What follows belongs to an exercise in optimizing a design on an open flow for small area, a short achievable clock period and few clock cycles; a production flow would make more cautious choices.
RTL that was checked went through simulation tests only; none was proved equivalent to the original.

## alu32
module alu32(clk,reset,start,a, b, aluop,out,done);
input wire clk;
input wire reset;
input wire start;
input [31:0] a;
input [31:0] b;
input [2:0] aluop;
output reg [31:0] out;
output wire done;
wire [31:0] modres;
wire sub = ~aluop[2];
wire [31:0] bx = b ^ {32{sub}};
wire [31:0] g0 = a & bx;
wire [31:0] p0 = a ^ bx;
reg [31:0] g, p;
integer i, l;
always @(*) begin
    g = g0;
    p = p0;
    g[0] = g0[0] | (p0[0] & sub);
    for (l = 1; l < 32; l = l * 2)
        for (i = 2*l-1; i < 32; i = i + 2*l) begin
            g[i] = g[i] | (p[i] & g[i-l]);
            p[i] = p[i] & p[i-l];
        end
    for (l = 8; l >= 1; l = l / 2)
        for (i = 3*l-1; i < 32; i = i + 2*l) begin
            g[i] = g[i] | (p[i] & g[i-l]);
            p[i] = p[i] & p[i-l];
        end
end
wire [31:0] sum = p0 ^ {g[30:0], sub};
mod op8(.clk(clk), .reset(reset), .start(start), .A(a), .B(b), .result(modres), .done(done));
always @(*) begin
    case (aluop)
  ...
Settings: LEC_CHECK=0, ABC_AREA=1, CAP_MARGIN=20, CORE_MARGIN=2, CORE_UTILIZATION=40, CTS_BUF_LIST=sky130_fd_sc_hd__clkbuf_4 sky130_fd_sc_hd__clkbuf_8, SLEW_MARGIN=20; clock period 23.0 ns.
standard.sh (not shown) runs the stock make flow with config.mk's settings and CLKGATE_MAP_FILE= SYNTH_SCRIPT=/design/flow/synth_recipe.tcl, a recipe that flattens the netlist after the stock synthesis.
==> flow/flow/run.sh <==
#!/bin/bash
set -euo pipefail
bash standard.sh "BUFFER_PORTS_ARGS=-buffer_cell sky130_fd_sc_hd__buf_1" SETUP_SLACK_MARGIN=10 finish > standard.log 2>&1
Testbench counts at the start, summed over its fixed seeds: cycles 4,027.
Change:
==> flow/flow/run.sh (replaced) <==
#!/bin/bash
set -euo pipefail
bash standard.sh "BUFFER_PORTS_ARGS=-buffer_cell sky130_fd_sc_hd__buf_1" SETUP_SLACK_MARGIN=10.5 finish > standard.log 2>&1
- CORE_UTILIZATION: 40 -> 65
The changed run went through all stages and came out clean.
Worst hold slack improved by 0.015 ns.
Final area rises by 0.46%.
Change:
==> flow/flow/run.sh (replaced) <==
#!/bin/bash
set -euo pipefail
bash standard.sh "BUFFER_PORTS_ARGS=-buffer_cell sky130_fd_sc_hd__buf_1" SETUP_SLACK_MARGIN=10 finish > standard.log 2>&1
- CORE_UTILIZATION: 65 -> 40
- CTS_BUF_LIST: sky130_fd_sc_hd__clkbuf_4 sky130_fd_sc_hd__clkbuf_8 -> default
Effect: The changed run went through all stages and came out clean. Wire length increases by a few percent. Cell area hardly moves. Core utilization decreases by 28 points.
Change:
- ABC_AREA: 1 -> default
Result:
- critical path depth rises by 26
- flip-flop and latch count does not change
- maximum frequency falls by a little under a tenth
- worst setup slack gets worse by 1.0 ns
- global-route usage goes up by 4.1 points
- first-iteration DRC count is higher by well over a third
- area after synthesis rises by a few percent
- worst hold slack hardly moves
- register-to-register slack gets worse by 1.4 ns
- non-clock buffer count climbs by 51
Change:
- ABC_AREA: default -> 1
- CAP_MARGIN: 20 -> 0
- SLEW_MARGIN: 20 -> 0
Design area shrinks by about 12%.
Non-clock buffer count shrinks by 51.
Clock-buffer cell count is unchanged.
First-iteration DRC count shrinks by 30%.
Cell count grows by 12%.
Setup slack gains 1.0 ns.

Another version of the RTL of alu32 (not shown whole).
For scale: roughly 71 flip-flops, ~100 I/O pins, ~0.014 mm2 of cells after synthesis.
// alu32
module alu32(clk,reset,start,a, b, aluop,out,done);
input wire clk;
input wire reset;
input wire start;
input [31:0] a;
input [31:0] b;
input [2:0] aluop;
output reg [31:0] out;
output wire done;
wire [31:0] modres;
wire sub = ~aluop[2];
wire [32:0] sum33 = {a, 1'b1} + {b ^ {32{sub}}, sub};
wire [31:0] sum = sum33[32:1];
mod op8(.clk(clk), .reset(reset), .start(start), .A(a), .B(b), .result(modres), .done(done));
always @(*) begin
    case (aluop)
        3'b000: out = a & b;
        3'b100: out = a | b;
        3'b010: out = a ^ b;
        3'b110: out = ~(a | b);
        3'b001: out = {31'b0, sum[31]};
        3'b101: out = sum;
        3'b011: out = sum;
        default: out = modres;
    endcase
end
endmodule
clock: 23.0 ns
lec_check: 0
abc_area: 1
cap_margin: 20
core_margin: 2
core_utilization: 58
cts_buf_list: sky130_fd_sc_hd__clkbuf_4 sky130_fd_sc_hd__clkbuf_8
slew_margin: 20
==> flow/flow/run.sh <==
#!/bin/bash
set -euo pipefail
bash standard.sh "BUFFER_PORTS_ARGS=-buffer_cell sky130_fd_sc_hd__buf_1" SETUP_SLACK_MARGIN=10.5 finish > standard.log 2>&1
The first run passed the timing, design-rule and antenna checks.
Testbench counts at the start, summed over its fixed seeds: cycles 4,027.
Then changed:
==> flow/flow/run.sh (replaced) <==
#!/bin/bash
set -euo pipefail
bash standard.sh "BUFFER_PORTS_ARGS=-buffer_cell sky130_fd_sc_hd__buf_1" SETUP_SLACK_MARGIN=10.75 finish > standard.log 2>&1
- CORE_UTILIZATION: 58 -> 65
What happened:
- first-iteration DRC count goes up by 20%
- routed wire length hardly moves
- die area goes down by 11%
Then changed:
==> flow/flow/run.sh (replaced) <==
#!/bin/bash
set -euo pipefail
bash standard.sh "BUFFER_PORTS_ARGS=-buffer_cell sky130_fd_sc_hd__buf_1" SETUP_SLACK_MARGIN=11 finish > standard.log 2>&1
- CORE_UTILIZATION: 65 -> 70
Worst hold slack improved by 0.075 ns.
Worst setup slack is worse by 1.8 ns.
Synthesized area is unchanged.

Setup of try-xenon:
alu32 again, from the RTL that the note above started with.
clock: 23.0 ns
lec_check: 0
abc_area: 1
cap_margin: 20
core_margin: 2
core_utilization: 65
cts_buf_list: sky130_fd_sc_hd__clkbuf_4 sky130_fd_sc_hd__clkbuf_8
slew_margin: 20
synth_hierarchical: 1
synth_minimum_keep_size: 0
==> flow/flow/run.sh <==
#!/bin/bash
set -euo pipefail
bash standard.sh "BUFFER_PORTS_ARGS=-buffer_cell sky130_fd_sc_hd__buf_1" SETUP_SLACK_MARGIN=10.5 finish > standard.log 2>&1
Testbench counts of try-xenon, summed over its fixed seeds: cycles 4,027.
For try-zinc, these inputs were changed with respect to try-xenon:
-- flow/config.mk --
<<< try-xenon, line 12
export CTS_BUF_LIST = sky130_fd_sc_hd__clkbuf_4 sky130_fd_sc_hd__clkbuf_8
export SLEW_MARGIN = 20
export SYNTH_HIERARCHICAL = 1
export SYNTH_MINIMUM_KEEP_SIZE = 0
>>> try-zinc, line 12
export CTS_BUF_LIST = sky130_fd_sc_hd__clkbuf_4 sky130_fd_sc_hd__clkbuf_8
export SLEW_MARGIN = 20
[summary]
Going from try-xenon to try-zinc, the area share of fa/ha/maj cells after synthesis was found to have gone up by 1.7 points.
Diff try-xenon and try-zinc: compound-cell area share of the yosys netlist lower in try-xenon
In try-zinc, the average via count per standard cell came out about 1.5% below the value in try-xenon.
Total global-route track usage: try-zinc vs try-xenon down 5.0 points
Compared with try-xenon, in try-zinc critical path depth went down by about 50%; sequential cell count closely matched the old numbers.
Input-level comparison between try-ember and try-zinc:
-- flow/config.mk --
<<< try-zinc, line 9
export CAP_MARGIN = 20
export CORE_MARGIN = 2
export CORE_UTILIZATION = 65
export CTS_BUF_LIST = sky130_fd_sc_hd__clkbuf_4 sky130_fd_sc_hd__clkbuf_8
export SLEW_MARGIN = 20
>>> try-ember, line 9
export CAP_MARGIN = 20
export CORE_MARGIN = 2
export CORE_UTILIZATION = 40
export SLEW_MARGIN = 20
Notes after the runs:
Comparing try-zinc and try-ember, area added between synthesis and finish is lower on try-zinc. Against try-zinc as the reference, try-ember delivers a lower sequential share of layout area. Setup WNS try-zinc -> try-ember: worse.
#### Input delta (try-juniper over try-ember)
-- flow/config.mk --
<<< try-ember, line 9
export CAP_MARGIN = 20
export CORE_MARGIN = 2
export CORE_UTILIZATION = 40
export SLEW_MARGIN = 20
>>> try-juniper, line 9
export CAP_MARGIN = 20
export CORE_MARGIN = 2
export CORE_UTILIZATION = 75
export CTS_BUF_LIST = sky130_fd_sc_hd__clkbuf_4 sky130_fd_sc_hd__clkbuf_8
export SLEW_MARGIN = 20
Findings:
- Between try-ember and try-juniper, the final core area utilization is lower for try-ember.
- Looking at fraction of layout cells with a size suffix above 1, try-juniper sits below try-ember.
- Looking at layout net count, try-juniper sits below try-ember.

Another version of the RTL of alu32 (not shown whole).
For scale: about 2100 cells after synthesis, roughly 71 flip-flops.
==> flow/config.mk <==
export PLATFORM = sky130hd
export DESIGN_NAME = alu32
export DESIGN_NICKNAME = alu32
export VERILOG_FILES = /design/flow/design.v
export SDC_FILE = /design/flow/constraint.sdc
export NUM_CORES = 4
export LEC_CHECK = 0
export ABC_AREA = 1
export CAP_MARGIN = 20
export CORE_MARGIN = 2
export CORE_UTILIZATION = 40
export SLEW_MARGIN = 20
==> flow/constraint.sdc <==
create_clock -name core_clock -period 23.0 [get_ports {clk}]
set_input_delay 4.6000 -clock core_clock [delete_from_list [all_inputs] [get_ports {clk}]]
set_output_delay 4.6000 -clock core_clock [all_outputs]
set_load 0.01 [all_outputs]
==> flow/flow/run.sh <==
#!/bin/bash
set -euo pipefail
bash standard.sh SETUP_SLACK_MARGIN=10 finish > standard.log 2>&1
The first run ran to the end with no violations.
Then changed:
==> flow/run.sh (new file) <==
#!/bin/bash
# synth_recipe.tcl (not shown) runs the flow's synth.tcl, then flattens the netlist and writes it again
# the make line also repeats each setting of config.mk as NAME=value (left out here)
make -C /OpenROAD-flow-scripts/flow DESIGN_CONFIG=/design/flow/config.mk WORK_HOME=/design/flow/orfs CLKGATE_MAP_FILE= SYNTH_SCRIPT=/design/flow/synth_recipe.tcl finish
removed: flow/flow/run.sh
removed: flow/standard.sh
The changed run passed the timing, design-rule and antenna checks.
Die area is unchanged.
Flip-flop and latch count does not change.
Wire length falls by 5.2%.
Cell count falls by 1.6%.
Via count falls by 3.1%.
Maximum frequency falls by about 13%.
Design area falls by about 5%.
No functional check of the RTL was part of any run of this note.

Setup of north:
alu32 with an RTL version that a note above also has.
Size in the first run: roughly 71 flip-flops, roughly 100 I/O pins.
## alu32
module alu32(clk,reset,start,a, b, aluop,out,done);
input wire clk;
input wire reset;
input wire start;
input [31:0] a;
input [31:0] b;
input [2:0] aluop;
output reg [31:0] out;
output wire done;
wire [31:0] modres;
wire sub = ~aluop[2];
wire [31:0] bx = b ^ {32{sub}};
wire [31:0] g0 = a & bx;
wire [31:0] p0 = a ^ bx;
reg [31:0] g, p;
integer i, l;
always @(*) begin
    g = g0;
    p = p0;
    g[0] = g0[0] | (p0[0] & sub);
    for (l = 1; l < 32; l = l * 2)
        for (i = 2*l-1; i < 32; i = i + 2*l) begin
            g[i] = g[i] | (p[i] & g[i-l]);
            p[i] = p[i] & p[i-l];
        end
    for (l = 8; l >= 1; l = l / 2)
        for (i = 3*l-1; i < 32; i = i + 2*l) begin
            g[i] = g[i] | (p[i] & g[i-l]);
            p[i] = p[i] & p[i-l];
        end
end
wire [31:0] sum = p0 ^ {g[30:0], sub};
mod op8(.clk(clk), .reset(reset), .start(start), .A(a), .B(b), .result(modres), .done(done));
always @(*) begin
    case (aluop)
        3'b000: out = a & b;
        3'b100: out = a | b;
        3'b010: out = a ^ b;
        3'b110: out = ~(a | b);
  ...
Settings: LEC_CHECK=0, ABC_AREA=1, CAP_MARGIN=20, CORE_MARGIN=2, CORE_UTILIZATION=40, SLEW_MARGIN=20; clock period 23.0 ns.
==> flow/flow/run.sh <==
#!/bin/bash
set -euo pipefail
bash standard.sh "BUFFER_PORTS_ARGS=-buffer_cell sky130_fd_sc_hd__buf_1" SETUP_SLACK_MARGIN=11 finish > standard.log 2>&1
Looking at the reports, north completed the entire flow and the layout it produced met the timing, design-rule and antenna checks.
Testbench counts of north, summed over its fixed seeds: cycles 4,027.
--- input diff north..south ---
- swapping 40 for 65 in CORE_UTILIZATION
- putting CTS_BUF_LIST at sky130_fd_sc_hd__clkbuf_4 sky130_fd_sc_hd__clkbuf_8 where nothing was set
==> flow/flow/run.sh <==
#!/bin/bash
set -euo pipefail
bash standard.sh "BUFFER_PORTS_ARGS=-buffer_cell sky130_fd_sc_hd__buf_1" SETUP_SLACK_MARGIN=10 finish > standard.log 2>&1
--- outcome ---
Comparing north and south, the lower wire length after detailed routing was measured on south.
Sort north and south by utilization, descending, and south comes first.
Comparing north and south, the lower number of fillers in the final layout was measured on south.
south vs. north: delay of the slowest critical-path stage has decreased.
south finished all stages; the layout is clean.
In the reports for north and south, the larger sequential share of layout area belongs to south.
Delta (south minus north): deepest clock path buffer count has remained practically unchanged, global-route usage rose 12 points, cell count after synthesis flat.
#### Input delta (east over south)
- a deleted CTS_BUF_LIST that had been sky130_fd_sc_hd__clkbuf_4 sky130_fd_sc_hd__clkbuf_8
- a change of CORE_UTILIZATION from 65 to 40
==> flow/flow/run.sh <==
#!/bin/bash
set -euo pipefail
bash standard.sh "BUFFER_PORTS_ARGS=-buffer_cell sky130_fd_sc_hd__buf_1" SETUP_SLACK_MARGIN=9 finish > standard.log 2>&1
--- outcome ---
Between east and south, the via count is lower for east.
east vs. south: slew at the pin with the worst max-slew slack up 0.066 ns, global-route usage shrank by 12 points, post-detailed-routing wire length +4.5%, worst clock skew now smaller.
east completed end to end with timing, DRC and antenna clean.
In east, the final standard cell area without fillers came out about 0.65% above the value in south.

alu32, a different RTL version from the one above (not shown whole).
Size: ~2,100 cells after synthesis, roughly 69 flip-flops, roughly 100 I/O pins, ~14,000 sq um of cells after synthesis.
export LEC_CHECK = 0
export ABC_AREA = 1
export CAP_MARGIN = 20
export CORE_MARGIN = 2
export CORE_UTILIZATION = 65
export CTS_BUF_LIST = sky130_fd_sc_hd__clkbuf_4 sky130_fd_sc_hd__clkbuf_8
export SLEW_MARGIN = 20
create_clock -name core_clock -period 23.0 [get_ports {clk}]
==> flow/flow/run.sh <==
#!/bin/bash
set -euo pipefail
bash standard.sh "BUFFER_PORTS_ARGS=-buffer_cell sky130_fd_sc_hd__buf_1" SETUP_SLACK_MARGIN=10.25 finish > standard.log 2>&1
Testbench counts at the start, summed over its fixed seeds: cycles 4,027.
Edit:
==> flow/flow/run.sh (replaced) <==
#!/bin/bash
set -euo pipefail
bash standard.sh "BUFFER_PORTS_ARGS=-buffer_cell sky130_fd_sc_hd__buf_1" SETUP_SLACK_MARGIN=10.5 finish > standard.log 2>&1
=> Sequential cell count does not change. Wire length rose by 1.8%. Via count stays flat. First-iteration DRC count climbs by 8.1%. Critical path depth rises by 24. Sequential share of layout area hardly moves. Final cell count is about the same.

==> re-timing with driven ports <==
How much do the figures lean on ideal ports? The routed layouts below were timed once more, with nothing changed but the port constraints.
Step 1 assumes that a clkbuf_16 drives the clock port and a buf_2 every other input.
Step 2 adds t to the input delays and takes it off the output delays; t is the mean of the earliest and latest rising clock arrival at the registers after step 1. Input paths then give back, and output paths get back, about the clock's delay inside the block.
Slacks: ideal ports / drivers / drivers and shift; pairs: ideal ports / drivers.
run	shift t [ns]	setup slack, ns	worst register clock-pin slew, ns	worst data-port slew with drivers (ns)
the first run of note 1	0.403	10.156 / 10.136 / 10.136	0.09 / 0.09	0.04
the second run of note 1	0.384	10.424 / 10.290 / 10.290	0.09 / 0.09	0.18
the third run of note 1	0.394	10.171 / 10.150 / 10.150	0.07 / 0.07	0.05
the fourth run of note 1	0.403	9.146 / 9.101 / 9.281	0.07 / 0.07	0.13
the fifth run of note 1	0.394	10.171 / 10.150 / 10.150	0.07 / 0.07	0.05
the first run of note 2	0.406	10.630 / 10.603 / 10.603	0.09 / 0.09	0.04
the second run of note 2	0.408	10.854 / 10.830 / 10.830	0.09 / 0.09	0.04
the third run of note 2	0.410	9.020 / 8.978 / 9.389	0.10 / 0.10	0.07
try-xenon	0.435	10.754 / 10.705 / 10.837	0.11 / 0.11	0.06
try-zinc	0.399	10.653 / 10.630 / 10.630	0.09 / 0.09	0.04
try-ember	0.380	10.496 / 10.475 / 10.475	0.07 / 0.07	0.05
try-juniper	0.399	10.679 / 10.645 / 10.682	0.09 / 0.09	0.04
the first run of note 4	0.392	10.052 / 10.006 / 10.006	0.06 / 0.06	0.05
the second run of note 4	0.390	8.173 / 8.150 / 8.150	0.06 / 0.06	0.04
north	0.390	10.303 / 10.264 / 10.264	0.06 / 0.06	0.05
south	0.396	10.214 / 10.193 / 10.193	0.09 / 0.09	0.04
east	0.387	9.446 / 9.423 / 9.423	0.07 / 0.07	0.05
the first run of note 6	0.397	10.561 / 10.532 / 10.532	0.09 / 0.09	0.04
the second run of note 6	0.400	10.742 / 10.702 / 10.727	0.09 / 0.09	0.04
After both steps setup and hold are still met in every run listed. For the second run of note 1, which loses most, drivers alone change the setup slack by -0.134 ns; drivers and shift together by -0.134 ns.
